This design comes from an exercise in tuning for small area and a short achievable clock period on the open sky130 flow, not from production work. RTL that was checked went through simulation tests only; none was proved equivalent to the original.

// DOUBLY_PIPELINE
module DOUBLY_PIPELINE(clk,xi,yi,r,ang,xf,yf);
input [15:0] xi,yi;
input clk;
output reg [15:0] r,ang;
output reg [15:0] xf,yf;
reg [15:0] a1,a2,a3,a4,a5,a6,a7,a8;
reg [15:0] b1,b2,b3,b4,b5,b6;
reg [15:7] b7;
reg [15:0] x2,x3,x4,x5,x6,x7,x8;
reg [15:0] y2,y3,y4,y5,y6,y7,y8;
reg [1:1] d2; reg [2:1] d3; reg [3:1] d4; reg [4:1] d5; reg [5:1] d6; reg [6:1] d7; reg [6:1] d8;
reg nb1, nb2, nb3, nb4, nb5, nb6;
reg ne1, ne2, ne3, ne4, ne5, ne6;
wire [15:0] s1a, s1b;
add16 u_s1a (.a(xi), .b(yi), .s(s1a));
sub16 u_s1b (.a(yi), .b(xi), .s(s1b));
always @(posedge clk) begin a1 <= s1a; b1 <= s1b; end
always @(posedge clk) nb1 <= ~s1b[15];
wire t_x1 = b1[1] ^ b1[15];
wire t_x2 = b1[2] ^ b1[15];
wire t_x3 = b1[3] ^ b1[15];
wire t_x4 = b1[4] ^ b1[15];
wire t_x5 = b1[5] ^ b1[15];
wire t_x6 = b1[6] ^ b1[15];
wire t_x7 = b1[7] ^ b1[15];
wire t_x8 = b1[8] ^ b1[15];
wire t_x9 = b1[9] ^ b1[15];
wire t_x10 = b1[10] ^ b1[15];
wire t_x11 = b1[11] ^ b1[15];
wire t_x12 = b1[12] ^ b1[15];
wire t_x13 = b1[13] ^ b1[15];
wire t_x14 = b1[14] ^ b1[15];
wire t_x15 = b1[15] ^ b1[15];
wire t_s16, t_c17; fa u_t_s16 (.a(a1[0]), .b(t_x1), .c(b1[15]), .s(t_s16), .co(t_c17));
wire t_s18, t_c19; fa u_t_s18 (.a(a1[1]), .b(t_x2), .c(t_c17), .s(t_s18), .co(t_c19));
  ...
Size in the first run: about 2800 cells after synthesis, ~97 I/O pins.
Settings: LEC_CHECK=0, CAP_MARGIN=20, CORE_MARGIN=2, CORE_UTILIZATION=60, CTS_BUF_LIST=sky130_fd_sc_hd__clkbuf_4, CTS_CLUSTER_SIZE=20, SLEW_MARGIN=20, SYNTH_HIERARCHICAL=1, SYNTH_MINIMUM_KEEP_SIZE=0; clock period 25.0 ns.
standard.sh (not shown) runs the stock make flow with config.mk's settings and CLKGATE_MAP_FILE= SYNTH_SCRIPT=/design/flow/synth_recipe.tcl, a recipe that flattens the netlist after the stock synthesis.
==> flow/flow/run.sh <==
#!/bin/bash
# Standard layout, but buffer the ports with buf_4 instead of the default delay-cell buffer.
export BUFFER_PORTS_ARGS="-buffer_cell sky130_fd_sc_hd__buf_4"
bash standard.sh > standard.log 2>&1
Then changed:
Settings changed: CORE_UTILIZATION 60 to 40, CTS_BUF_LIST sky130_fd_sc_hd__clkbuf_4 to unset, CTS_CLUSTER_SIZE 20 to unset.
The new run finished clean.
Critical path depth rose by 8.
Non-clock buffer count rose by 2.
Sequential cell count is unchanged.
Design area rose by 2.5%.
Sequential share of layout area fell by 0.68 points.

---

Another version of the RTL of DOUBLY_PIPELINE (not shown whole).
For scale: about 2600 cells after synthesis, ~560 flip-flops, ~97 I/O pins, ~0.035 sq mm of cells after synthesis.
==> flow/config.mk <==
export PLATFORM = sky130hd
export DESIGN_NAME = DOUBLY_PIPELINE
export DESIGN_NICKNAME = DOUBLY_PIPELINE
export VERILOG_FILES = /design/flow/design.v
export SDC_FILE = /design/flow/constraint.sdc
export NUM_CORES = 4
export LEC_CHECK = 0
export CAP_MARGIN = 20
export CORE_MARGIN = 2
export CORE_UTILIZATION = 40
export SLEW_MARGIN = 20
export SYNTH_HIERARCHICAL = 1
export SYNTH_MINIMUM_KEEP_SIZE = 0
==> flow/constraint.sdc <==
create_clock -name core_clock -period 25.0 [get_ports {clk}]
set_input_delay 5.0000 -clock core_clock [delete_from_list [all_inputs] [get_ports {clk}]]
set_output_delay 5.0000 -clock core_clock [all_outputs]
set_load 0.01 [all_outputs]
Scripts as last shown in full above: flow/flow/run.sh
==> next run, changes <==
--- a/flow/config.mk
+++ b/flow/config.mk
@@ -9,3 +9,6 @@
 export CORE_MARGIN = 2
-export CORE_UTILIZATION = 40
+export CORE_UTILIZATION = 55
+export CTS_BUF_LIST = sky130_fd_sc_hd__clkbuf_16 sky130_fd_sc_hd__clkbuf_8
+export CTS_CLUSTER_DIAMETER = 80
+export CTS_CLUSTER_SIZE = 16
 export SLEW_MARGIN = 20
Result:
- hold slack hardly moves
- utilization climbs by 15 points
- area after synthesis does not change
- clock skew came out lower by 0.015 ns
No functional check of the RTL was part of any run of this note.

---

## P
Another version of the RTL of DOUBLY_PIPELINE (not shown whole).
Size in the first run: about 97 I/O pins, about 0.036 sq mm of cells after synthesis.
==> flow/config.mk <==
export PLATFORM = sky130hd
export DESIGN_NAME = DOUBLY_PIPELINE
export DESIGN_NICKNAME = DOUBLY_PIPELINE
export VERILOG_FILES = /design/flow/design.v
export SDC_FILE = /design/flow/constraint.sdc
export NUM_CORES = 4
export LEC_CHECK = 0
export CAP_MARGIN = 20
export CORE_MARGIN = 2
export CORE_UTILIZATION = 40
export SLEW_MARGIN = 20
export SYNTH_HIERARCHICAL = 1
export SYNTH_MINIMUM_KEEP_SIZE = 0
==> flow/constraint.sdc <==
create_clock -name core_clock -period 25.0 [get_ports {clk}]
set_input_delay 5.0000 -clock core_clock [delete_from_list [all_inputs] [get_ports {clk}]]
set_output_delay 5.0000 -clock core_clock [all_outputs]
set_load 0.01 [all_outputs]
Scripts as last shown in full above: flow/flow/run.sh
P: flow completed, timing, DRC and antenna clean
Edits applied to the flow inputs when going from P to Q:
==> flow/run.sh (new file) <==
#!/bin/bash
# synth_recipe.tcl (not shown) runs the flow's synth.tcl, then flattens the netlist and writes it again
# the make line also repeats each setting of config.mk as NAME=value (left out here)
make -C /OpenROAD-flow-scripts/flow DESIGN_CONFIG=/design/flow/config.mk WORK_HOME=/design/flow/orfs CLKGATE_MAP_FILE= SYNTH_SCRIPT=/design/flow/synth_recipe.tcl finish
removed: flow/flow/run.sh
removed: flow/standard.sh
--- outcome ---
- From Q to P, number of buffers on the longest clock path did not move at all.
- Global-route usage: Q vs P — no meaningful difference
- Compared with P, Q improves final setup skew.
- Half-perimeter wire length of the detailed placement result: Q vs P — no meaningful difference
No functional check of the RTL was part of any run of this note.

---

DOUBLY_PIPELINE, a different RTL version from the one above (not shown whole).
Size: ~2600 cells after synthesis, ~550 flip-flops, roughly 97 I/O pins, roughly 35000 sq um of cells after synthesis.
clock: 25.0 ns
lec_check: 0
cap_margin: 20
core_margin: 2
core_utilization: 65
cts_buf_list: sky130_fd_sc_hd__clkbuf_16
cts_cluster_diameter: 120
cts_cluster_size: 30
slew_margin: 20
synth_hierarchical: 1
synth_minimum_keep_size: 0
==> flow/flow/run.sh <==
#!/bin/bash
# The standard layout, with two changes: the ports are buffered with buf_4
# instead of the default delay-cell buffer, and after placement the flip-flops
# that drive an output port or many loads get a stronger drive (same cell type).
set -euo pipefail
export BUFFER_PORTS_ARGS="-buffer_cell sky130_fd_sc_hd__buf_4"
bash standard.sh synth floorplan place > standard_place.log 2>&1
openroad -no_init -exit flow/upsize.tcl > upsize.log 2>&1
bash standard.sh > standard.log 2>&1
==> flow/flow/upsize.tcl <==
# Give a stronger drive to flip-flops that drive an output port buffer or a
# high-fanout net, then legalize the placement again.
set res $::env(FLOW_OUT)/../orfs/results/$::env(FLOW_PLATFORM)/DOUBLY_PIPELINE/base
read_db $res/3_place.odb
read_liberty $::env(FLOW_HOME)/platforms/$::env(FLOW_PLATFORM)/lib/sky130_fd_sc_hd__tt_025C_1v80.lib
set n 0
foreach inst [get_cells *] {
  set master [get_property $inst ref_name]
  if {$master ne "sky130_fd_sc_hd__dfxtp_1"} { continue }
  set q [get_pins -of_objects $inst -filter "direction == output"]
  set net [get_nets -of_objects $q]
  set loads [get_pins -of_objects $net -filter "direction == input"]
  set nl [llength $loads]
  set to_port 0
  foreach l $loads {
    set lc [get_cells -of_objects $l]
    set onet [get_nets -of_objects [get_pins -of_objects $lc -filter "direction == output"]]
    if {[llength [get_ports -quiet -of_objects $onet]] > 0} { set to_port 1 }
  }
  if {$to_port || $nl >= 8} {
    set new [expr {$nl >= 12 ? "sky130_fd_sc_hd__dfxtp_4" : "sky130_fd_sc_hd__dfxtp_2"}]
    if {$to_port} { set new "sky130_fd_sc_hd__dfxtp_4" }
    replace_cell $inst $new
    incr n
  }
}
puts "upsized $n flip-flops"

detailed_placement
check_placement -verbose
write_db $res/3_place.odb
The first run completed with no timing, DRC or antenna violations.
Edit:
Settings changed: CORE_UTILIZATION 65 to 55.
Result:
- The new run finished clean
- sequential share of layout area drops by 0.18 points
- hold slack is about the same

---

v20:
RTL: one of the versions met above, not the one the previous note started from.
For scale: about 2,800 cells after synthesis, ~560 flip-flops, roughly 97 I/O pins, about 0.037 sq mm of cells after synthesis.
==> flow/config.mk <==
export PLATFORM = sky130hd
export DESIGN_NAME = DOUBLY_PIPELINE
export DESIGN_NICKNAME = DOUBLY_PIPELINE
export VERILOG_FILES = /design/flow/design.v
export SDC_FILE = /design/flow/constraint.sdc
export NUM_CORES = 4
export LEC_CHECK = 0
export CAP_MARGIN = 20
export CORE_MARGIN = 2
export CORE_UTILIZATION = 60
export SLEW_MARGIN = 20
export SYNTH_HIERARCHICAL = 1
export SYNTH_MINIMUM_KEEP_SIZE = 0
==> flow/constraint.sdc <==
create_clock -name core_clock -period 25.0 [get_ports {clk}]
set_input_delay 5.0000 -clock core_clock [delete_from_list [all_inputs] [get_ports {clk}]]
set_output_delay 5.0000 -clock core_clock [all_outputs]
set_load 0.01 [all_outputs]
==> flow/flow/run.sh <==
#!/bin/bash
# Standard layout, but buffer the ports with buf_4 instead of the default delay-cell buffer.
export BUFFER_PORTS_ARGS="-buffer_cell sky130_fd_sc_hd__buf_4"
bash standard.sh > standard.log 2>&1
v20 ended with every stage complete and zero timing, DRC or antenna violations.
Modified inputs, v30 compared to v20
Settings: putting CTS_CLUSTER_DIAMETER at 80 where nothing was set; putting CTS_CLUSTER_SIZE at 16 where nothing was set; putting CTS_BUF_LIST at sky130_fd_sc_hd__clkbuf_16 sky130_fd_sc_hd__clkbuf_8 where nothing was set; swapping 60 for 55 in CORE_UTILIZATION.
### Flow results
Compared to v20, v30 has die area about 9% higher. Compared v30 vs v20, and clock-cell share of area is down in v30. On all-layer global routing usage: between v30 and v20, it ends up higher for v20. v30 vs v20, estimated wirelength of the detail-placed design went up by about 1.1%.

static timing again, ports no longer ideal:
In the flow no input, the clock included, has a driving cell. The finished layouts below were timed again as built, in two steps.
Step 1 assumes that a clkbuf_16 drives the clock port and a buf_2 every other input.
Step 2, shift: input delay + t, output delay - t, t = (earliest + latest rising clock arrival at the registers) / 2. This alone moves slack from input paths to output paths.
Slacks: no drivers / after step 1 / after step 2; pairs: no drivers / after step 1.
| run | t (ns) | setup slack, ns | worst hold slack (ns) |
|---|---|---|---|
| the first run of note 1 | 0.978 | 18.514 / 18.459 / 17.960 | 0.305 / 0.305 / 0.305 |
| the second run of note 1 | 0.675 | 18.720 / 18.752 / 18.077 | 0.326 / 0.326 / 0.326 |
| the first run of note 2 | 0.678 | 18.634 / 18.634 / 18.029 | 0.325 / 0.325 / 0.325 |
| the second run of note 2 | 0.646 | 18.602 / 18.646 / 18.000 | 0.323 / 0.323 / 0.323 |
| P | 0.671 | 17.372 / 17.372 / 17.372 | 0.326 / 0.326 / 0.326 |
| Q | 0.667 | 17.417 / 17.417 / 17.417 | 0.316 / 0.316 / 0.316 |
| the first run of note 4 | 0.628 | 18.903 / 18.844 / 18.314 | 0.334 / 0.334 / 0.334 |
| the second run of note 4 | 0.645 | 18.898 / 18.831 / 18.387 | 0.333 / 0.333 / 0.333 |
| v20 | 0.680 | 18.631 / 18.660 / 17.988 | 0.316 / 0.316 / 0.316 |
| v30 | 0.652 | 18.548 / 18.591 / 17.939 | 0.327 / 0.327 / 0.327 |
After both steps setup and hold are still met in every run listed.
